This design comes from an exercise in tuning for small area and a short achievable clock period on the open sky130 flow, not from production work.
The RTL was checked by simulation tests, not by an equivalence proof against the original design.

==> design/flow/design.v <==
module mult (
	input signed [31:0] A,
	input signed [31:0] B,
	output signed [63:0] out
);
assign out = A*B;
endmodule
module unsigned_mult (
	input [31:0] A,
	input [31:0] B,
	output [63:0] out
);
assign out = A*B;
endmodule
module slurm32_cpu_alu
#(parameter BITS = 32)
(
	input CLK,	 
	input RSTb,
	input [BITS-1:0]  A,
	input [BITS-1:0]  B,
	input [4:0]       aluOp,
	output [BITS-1:0] aluOut,
	output C,  
	output Z,  
	output S,  
	output V,  
	input C_in,
	input Z_in,
	input S_in,
	input V_in,
	input load_flags
);
reg C_flag_reg;
reg C_flag_reg_next;
assign C = C_flag_reg;
reg Z_flag_reg;
reg Z_flag_reg_next;
assign Z = Z_flag_reg;
reg S_flag_reg;
reg S_flag_reg_next;
assign S = S_flag_reg;
reg V_flag_reg;
reg V_flag_reg_next;
assign V = V_flag_reg;
wire [BITS : 0] addOp = {1'b0,A} + {1'b0,B}; 
wire [BITS : 0] subOp = {1'b0,A} - {1'b0,B}; 
wire [BITS : 0] adcOp = {1'b0,A} + {1'b0,B} + {15'b0,C}; 
wire [BITS : 0] sbbOp = {1'b0,A} - {1'b0,B} - {15'b0,C}; 
wire [BITS - 1 : 0] orOp = A | B;
wire [BITS - 1 : 0] andOp = A & B; 
wire [BITS - 1 : 0] xorOp = A ^ B;
wire [BITS - 1 : 0] rolcOp = {B[BITS - 2:0],C};
wire [BITS - 1 : 0] rorcOp = {C, B[BITS - 1:1]};
wire [BITS - 1 : 0] rolOp = {B[BITS - 2:0],B[BITS - 1]};
wire [BITS - 1 : 0] rorOp = {B[0], B[BITS - 1:1]};
wire [BITS - 1 : 0] lslOp = {B[BITS - 2:0],1'b0};
wire [BITS - 1 : 0] asrOp = {B[BITS-1], B[BITS - 1:1]};
wire [BITS - 1 : 0] lsrOp = {1'b0, B[BITS - 1:1]};
wire [2*BITS - 1 : 0] mulOp;
mult m0 (A, B, mulOp);
wire [2*BITS - 1 : 0] umulOp;
unsigned_mult m1 (A, B, umulOp);
wire [BITS - 1 : 0] rlnOp = {B[BITS - 5 : 0], B[BITS - 1 : BITS - 4]};
wire [BITS - 1 : 0] rrnOp = {B[3 : 0], B[BITS - 1 : 4]};
wire [BITS - 1 : 0] bswapOp = {B[7:0], B[BITS - 1:8]};
reg [BITS - 1 : 0] out;
reg [BITS - 1 : 0] out_r;
assign aluOut = out_r;
always @(posedge CLK)
begin
	if (RSTb == 1'b0) begin
		C_flag_reg <= 1'b0;
		Z_flag_reg <= 1'b0;
		S_flag_reg <= 1'b0;
		V_flag_reg <= 1'b0;
		out_r <= {BITS{1'b0}};
	end
	else begin
		if (load_flags == 1'b1) begin
			C_flag_reg <= C_in;
			Z_flag_reg <= Z_in;
			S_flag_reg <= S_in;
			V_flag_reg <= V_in;
		end else begin
			C_flag_reg <= C_flag_reg_next;
			Z_flag_reg <= Z_flag_reg_next;
			S_flag_reg <= S_flag_reg_next;
			V_flag_reg <= V_flag_reg_next;
		end
		out_r <= out;
	end
end
always @(*)
begin
	C_flag_reg_next = C_flag_reg;
	Z_flag_reg_next = Z_flag_reg;
	S_flag_reg_next = S_flag_reg;
	V_flag_reg_next = V_flag_reg;
	out = 0;
	case (aluOp)
		5'd0:	begin  
			out = B;				
		end
		5'd1: begin  
			out = addOp[BITS - 1:0];
			C_flag_reg_next = addOp[BITS];
			Z_flag_reg_next = (addOp[BITS - 1:0] == 16'h0000  ) ? 1'b1 : 1'b0;
			S_flag_reg_next = addOp[BITS - 1] ? 1'b1 : 1'b0;
			S_flag_reg_next = addOp[BITS - 1] ? 1'b1 : 1'b0;
			V_flag_reg_next = !(A[BITS - 1] ^ B[BITS - 1]) & (B[BITS - 1] ^ addOp[BITS - 1]);
		end
		5'd2: begin  
			out = adcOp[BITS - 1:0];
			C_flag_reg_next = adcOp[BITS];
			Z_flag_reg_next = (adcOp[BITS - 1:0] == 16'h0000  ) ? 1'b1 : 1'b0;
			S_flag_reg_next = adcOp[BITS - 1] ? 1'b1 : 1'b0;
			V_flag_reg_next = !(A[BITS - 1] ^ B[BITS - 1]) & (B[BITS - 1] ^ addOp[BITS - 1]);
		end
		5'd3: begin   
			out = subOp[BITS - 1:0];
			C_flag_reg_next = subOp[BITS];
			Z_flag_reg_next = (subOp[BITS - 1:0] == 16'h0000 ) ? 1'b1 : 1'b0;
			S_flag_reg_next = subOp[BITS - 1] ? 1'b1 : 1'b0;
			V_flag_reg_next = (A[BITS - 1] ^ B[BITS - 1]) & !(B[BITS - 1] ^ subOp[BITS - 1]);
		end
		5'd4: begin   
			out = sbbOp[BITS - 1:0];
			C_flag_reg_next = sbbOp[BITS];
			Z_flag_reg_next = (sbbOp[BITS - 1:0] == {BITS{1'b0}}) ? 1'b1 : 1'b0;
			S_flag_reg_next = sbbOp[BITS - 1] ? 1'b1 : 1'b0;
			V_flag_reg_next = (A[BITS - 1] ^ B[BITS - 1]) & !(B[BITS - 1] ^ subOp[BITS - 1]);
		end
		5'd5: begin  
			out = andOp;
			Z_flag_reg_next = (andOp[BITS - 1:0] == {BITS{1'b0}}) ? 1'b1 : 1'b0;
			C_flag_reg_next = 1'b0;
			S_flag_reg_next = andOp[BITS - 1] ? 1'b1 : 1'b0;
		end
		5'd6: begin  
			out = orOp;
			Z_flag_reg_next = (orOp[BITS - 1:0] == {BITS{1'b0}}) ? 1'b1 : 1'b0;	
			C_flag_reg_next = 1'b0;
			S_flag_reg_next = orOp[BITS - 1] ? 1'b1 : 1'b0;	
		end
		5'd7: begin  
			out = xorOp;
			C_flag_reg_next = 1'b0;
			S_flag_reg_next = orOp[BITS - 1] ? 1'b1 : 1'b0;	
			Z_flag_reg_next = (xorOp[BITS - 1:0] == {BITS{1'b0}}) ? 1'b1 : 1'b0;	
		end
		5'd8: begin  
			out = mulOp[BITS - 1:0];
			Z_flag_reg_next = (mulOp[BITS - 1:0] == {BITS{1'b0}}) ? 1'b1 : 1'b0;
			C_flag_reg_next = 1'b0;
			S_flag_reg_next = mulOp[BITS - 1] ? 1'b1 : 1'b0;
		end
		5'd9: begin  
			out = mulOp[2*BITS - 1:BITS];
			Z_flag_reg_next = (mulOp[2*BITS - 1:BITS] == {BITS{1'b0}}) ? 1'b1 : 1'b0;
			C_flag_reg_next = 1'b0;
			S_flag_reg_next = mulOp[2*BITS - 1] ? 1'b1 : 1'b0;
		end
		5'd10:   
			out = rrnOp;	
		5'd11:   
			out = rlnOp;
		5'd12: begin  
			out = A;
			C_flag_reg_next = subOp[BITS];
			Z_flag_reg_next = (subOp[BITS - 1:0] == 16'h0000 ) ? 1'b1 : 1'b0;
			S_flag_reg_next = subOp[BITS - 1] ? 1'b1 : 1'b0;
			V_flag_reg_next = (A[BITS - 1] ^ B[BITS - 1]) & !(B[BITS - 1] ^ subOp[BITS - 1]);
		end	
		5'd13: begin  
			out = A;
			Z_flag_reg_next = (andOp[BITS - 1:0] == {BITS{1'b0}}) ? 1'b1 : 1'b0;	
		end
		5'd14: begin  
			out = umulOp[2*BITS - 1:BITS];
			Z_flag_reg_next = (umulOp[2*BITS - 1:BITS] == {BITS{1'b0}}) ? 1'b1 : 1'b0;
			C_flag_reg_next = 1'b0;
			S_flag_reg_next = umulOp[2*BITS - 1] ? 1'b1 : 1'b0;
		end
		5'd15: begin  
			out = bswapOp;
		end
		5'd16: begin  
			out = asrOp;	
			Z_flag_reg_next = (asrOp[BITS - 1:0] == {BITS{1'b0}}) ? 1'b1 : 1'b0;	
		end
		5'd17: begin  
			out = lsrOp;
			Z_flag_reg_next = (lsrOp[BITS - 1:0] == {BITS{1'b0}}) ? 1'b1 : 1'b0;	
		end
		5'd18: begin  
			out = lslOp;
			Z_flag_reg_next = (lslOp[BITS - 1:0] == {BITS{1'b0}}) ? 1'b1 : 1'b0;	
		end
		5'd19: begin  
			out = rolcOp;
			C_flag_reg_next = B[BITS - 1];	
		end
		5'd20: begin  
			out = rorcOp;
			C_flag_reg_next = B[0];	
		end
		5'd21:   
			out = rolOp;
		5'd22:  
			out = rorOp;
		5'd23:	begin  
			out = 0;		
			C_flag_reg_next = 1'b0;
		end
		5'd24:	begin  
			out = 0;		
			C_flag_reg_next = 1'b1;
		end
		5'd25:	begin  
			out = 0;		
			Z_flag_reg_next = 1'b0;
		end
		5'd26:	begin  
			out = 0;		
			Z_flag_reg_next = 1'b1;
		end
		5'd27: begin  
			out = 0;
			S_flag_reg_next = 1'b0;
		end	
		5'd28: begin  
			out = 0;
			S_flag_reg_next = 1'b1;
		end
		5'd29: begin	 
			out = {12'h000, V, S, C, Z};
		end
		5'd30: begin  
			C_flag_reg_next = B[1];
			S_flag_reg_next = B[2];
			Z_flag_reg_next = B[0];
			V_flag_reg_next = B[3];
		end
		5'd31: ; 
		default: ;  	
	endcase				
end
endmodule  
==> design/flow/run.sh <==
#!/bin/bash
# synth_recipe.tcl (not shown) runs the flow's synth.tcl, then flattens the netlist and writes it again
# the make line also repeats each setting of config.mk as NAME=value (left out here)
make -C /OpenROAD-flow-scripts/flow DESIGN_CONFIG=/design/flow/config.mk WORK_HOME=/design/flow/orfs CLKGATE_MAP_FILE= SYNTH_SCRIPT=/design/flow/synth_recipe.tcl finish
==> design/flow/config.mk <==
export PLATFORM = sky130hd
export DESIGN_NAME = slurm32_cpu_alu
export DESIGN_NICKNAME = slurm32_cpu_alu
export VERILOG_FILES = /design/flow/design.v
export SDC_FILE = /design/flow/constraint.sdc
export NUM_CORES = 4
export LEC_CHECK = 0
export CAP_MARGIN = 20
export CORE_MARGIN = 2
export CORE_UTILIZATION = 35
export CTS_CLUSTER_DIAMETER = 80
export CTS_CLUSTER_SIZE = 20
export SETUP_SLACK_MARGIN = 0.3
export SLEW_MARGIN = 20
==> design/flow/constraint.sdc <==
create_clock -name core_clock -period 12.0 [get_ports {CLK}]
set_input_delay 2.4000 -clock core_clock [delete_from_list [all_inputs] [get_ports {CLK}]]
set_output_delay 2.4000 -clock core_clock [all_outputs]
set_load 0.01 [all_outputs]
==> notes.md <==
kinds of logic after synthesis:
logic type	count (synthesis)
fa+ha+maj	1959
flops	36
simple gates	2082
mux	14
compound gates	1076
buf+inv	2067
xor+xnor	192
worst min path at each step:
stage	to	slack, ns
floorplan	S_flag_reg	0.63
global placement	S_flag_reg	0.94
detailed placement	S_flag_reg	0.94
CTS	S_flag_reg	0.95
global route	S_flag_reg	1.01
finish	S_flag_reg	0.92
tightest hold or removal path, delay by kind of cell (launching register included):
family | cells | cell delay (ns)
flip-flops | 1 | 0.58
AO/OA/AOI/OAI | 2 | 0.31
final cells by class:
cell class	count	share of cell area
multi-input cells	5323	0.750
diodes	20	0.000689
well taps	2355	0.0405
repair buffers	882	0.109
flip-flops and latches	36	0.00992
clock buffers	6	0.00191
clock inverters	2	0.000207
inverters	1696	0.0877
routing by layer:
layer	vias to the layer above	wire length, µm
met2	3751	136000
li1	24351	-
met5	-	145
met3	1040	33900
met4	16	28300
met1	30182	124000
metrics by stage:
stage,cells,setup slack [ns]
after floorplan,7426,0.719
after global placement,10290,-0.517
after detailed placement,10290,-0.503
after CTS,10298,0.102
after global routing,10304,0.0826
final,10320,0.252
placed cells by master, fill, tap and decap left out, drive strengths merged, types with 33 or more instances in the layout:
cell type and instances:
a211oi 57, a21o 49, a21oi 266, a221oi 99, a22oi 40, a31oi 37
and3 46, buf 782, clkdlybuf4s50 91, dfxtp 36, fa 1473, ha 486
inv 1673, nand2 755, nand2b 33, nand3 97, nand4 84, nor2 737
nor2b 33, nor3 82, nor4 57, o211ai 41, o21ai 208, xnor2 133
xor2 59
timing repair:
item                                    CTS  global route
buffers inserted                          0             2
endpoints found under the setup margin    7            16
hold buffers                              0             0
resized for setup                         5            59
pin swaps                                 0            16
==> impl_metrics.py <==
metrics = {
    "outcome": {
        "outcome": "timing/DRC/antenna clean",
    },
    "final_layout": {
        "proportion_of_layout_cells_with_a_drive_suffix_above_1": 0.117,
        "post-route-util": 0.408,
        "finish.net_count": 9979,
        "multiInputGateArea_mm2": 0.0545,
        "fillerInstances": 18088,
        "largest_register_ff_count": 32,
        "layout.area.seq_um2": 721,
        "post-route-cell-area_mm2": 0.0727,
        "areaGrowthSynthToFinish_pct": 15.9,
        "largest_register": "out_r",
    },
    "die": {
        "io-pin-count": 112,
        "rows": 155,
        "core_area_mm2": 0.178,
        "floorplan.initialDensity": 0.352,
        "die_h_um": 427,
        "fp.dieArea_mm2": 0.183,
        "die_width_um": 427,
    },
    "synth": {
        "synth-adder-area-share": 0.567,
        "postSynthCellCount": 7426,
        "post_synthesis_share_of_cell_area_spent_on_xor_and_xnor_gates": 0.0272,
        "synth.lib_cells_used.distinct": 113,
        "synth_top_area_cell": "fa_1",
        "largest_cells_by_area_after_synthesis": "fa_1 47%, inv_1 10%, ha_1 9.7%",
        "synth-async-reset-ratio": 0,
        "post-synth-top-count-cell": "inv_1",
        "synth_fp_nets": 9461,
        "mappedNetlistArea_mm2": 0.0627,
        "cell_types_with_the_highest_counts_after_synthesis": "1664 x inv_1, 1473 x fa_1, 755 x nand2_1",
        "synthDominantCellAreaShare": 0.470,
        "combinational_family_with_the_most_area_after_synthesis": "adder cells",
        "synth_seq_cells": 36,
        "synth.avg_cell_area_um2": 8.44,
        "yosysWarnings": 1,
        "synth_compound_area_frac": 0.118,
        "share_of_synthesized_area_spent_on_multiplexers": 0.00231,
        "synth_simple_gate_area_frac": 0.149,
        "synth.yosys.seq_area_share": 0.0115,
        "ys.flop_type": "dfxtp_1",
        "synth_edf_count": 0,
    },
    "timing": {
        "timing_worst_slew_pin_value_ns": 1.16,
        "max_freq_mhz": 85.1,
        "setup_viol": 0,
        "finalWorstPathRequiredPeriod_ns": 11.75,
        "fin_setup_tns_ns": 0,
        "whs_ns": 0.921,
        "clock-skew-final_ns": 0.0200,
        "finalCritPeriodShare": 0.979,
        "rsz0062_at_grt": "yes",
        "slew_headroom": 0.220,
        "finalHoldViolCount": 0,
        "report.final.slew_viol_count": 0,
    },
    "detailed_routing": {
        "dr_total_vias": 59340,
        "dr.pass1.iters": 10,
        "detail_route.wirelength_um": 323000,
        "drcViolationCount": 0,
        "post_drt_via_cell_ratio": 5.75,
        "drtIter0Drc": 7449,
        "count_of_nets_left_with_antenna_violations_after_detail_routing": 0,
        "detail_route.wl_per_cell_um": 31.3,
    },
    "critical_path": {
        "most_common_cell_on_crit_path": "fa_1",
        "slowest_cp_cell": "fa_1",
        "worstSetupEndpointType": "flop",
        "cp_data_arrival_time_ns": 12.03,
        "timing.reg2reg.worst_path_depth": 14,
        "cp-start-kind": "input port",
        "cp.depth": 35,
        "rr_startpoint": "C_flag_reg",
        "critical_path.max_stage_delay_ns": 0.56,
        "worstPathRequired_ns": 12.28,
        "rrSetupSlack_ns": 6.83,
        "regToRegEndpoint": "Z_flag_reg",
        "cpLargestDelayFamily": "adder cells",
        "timing.critical_path.to": "Z_flag_reg",
        "critical_path_class": "input port to flop",
        "cp_max_fo": 16,
        "critPathBufInv": 12,
        "cp-startpoint": "B[6]",
    },
    "run": {
        "max_cap_viol_count": 0,
    },
    "placed_design": {
        "place_congestion": 1.09,
        "dpl_cell_area_mm2": 0.0722,
        "dp_hpwl_um": 269000,
        "numPortBuffers": 111,
    },
    "clock_network": {
        "clock_tree.buffer_depth": 2,
        "cts_htree_levels": 2,
        "cts_tree": "built",
        "clock_pin_slew_of_the_registers_on_the_worst_case_setup_and_hold_paths_ns": 0.09,
        "cts.sink_count": 36,
        "number_of_cts_inserted_buffers": 5,
        "clockRootBuffer": "clkbuf_16",
        "clock_latency_on_the_worst_skew_pair_ns": 0.35,
    },
    "global_routing": {
        "use_met1": 0.451,
        "number_of_global_route_vias_before_repair": 61613,
        "groute.layer.met2.usage": 0.526,
        "global_route_wire_length_before_repair_um": 456000,
        "busiest_layer": "met2",
        "grt_max_degree": 34,
        "grt_remaining_overflow": 0,
        "groute.layer.met3.usage": 0.0916,
        "gr-usage-all-layers": 0.354,
        "grt_antenna_before_repair": 28,
    },
    "worst_hold_path": {
        "worst_hold_path_type": "flop to flop",
        "min_path_cells": 2,
        "holdCritStartpoint": "S_flag_reg",
    },
}

what the ideal ports hide:
The flow's constraints put no driver on any port. The routed layout listed below was extracted and timed again, unchanged, in two steps. Step 1 assumes that a clkbuf_16 drives the clock port and a buf_2 every other input. Step 2 adds t to the input delays and takes it off the output delays; t is the mean of the earliest and latest rising clock arrival at the registers after step 1. Input paths then give back, and output paths get back, about the clock's delay inside the block. Slacks: ideal / step 1 / step 2; pairs: ideal / step 1.
t (ns): 0.382
setup WS [ns]: 0.252 / 0.227 / -0.154
worst register clock-pin slew, ns: 0.09 / 0.09
worst slew at a driven data input, ns: 0.19
Met with ideal ports but missed after step 2: setup timing in this run. For this run, drivers alone change the setup slack by -0.025 ns; drivers and shift together by -0.406 ns.
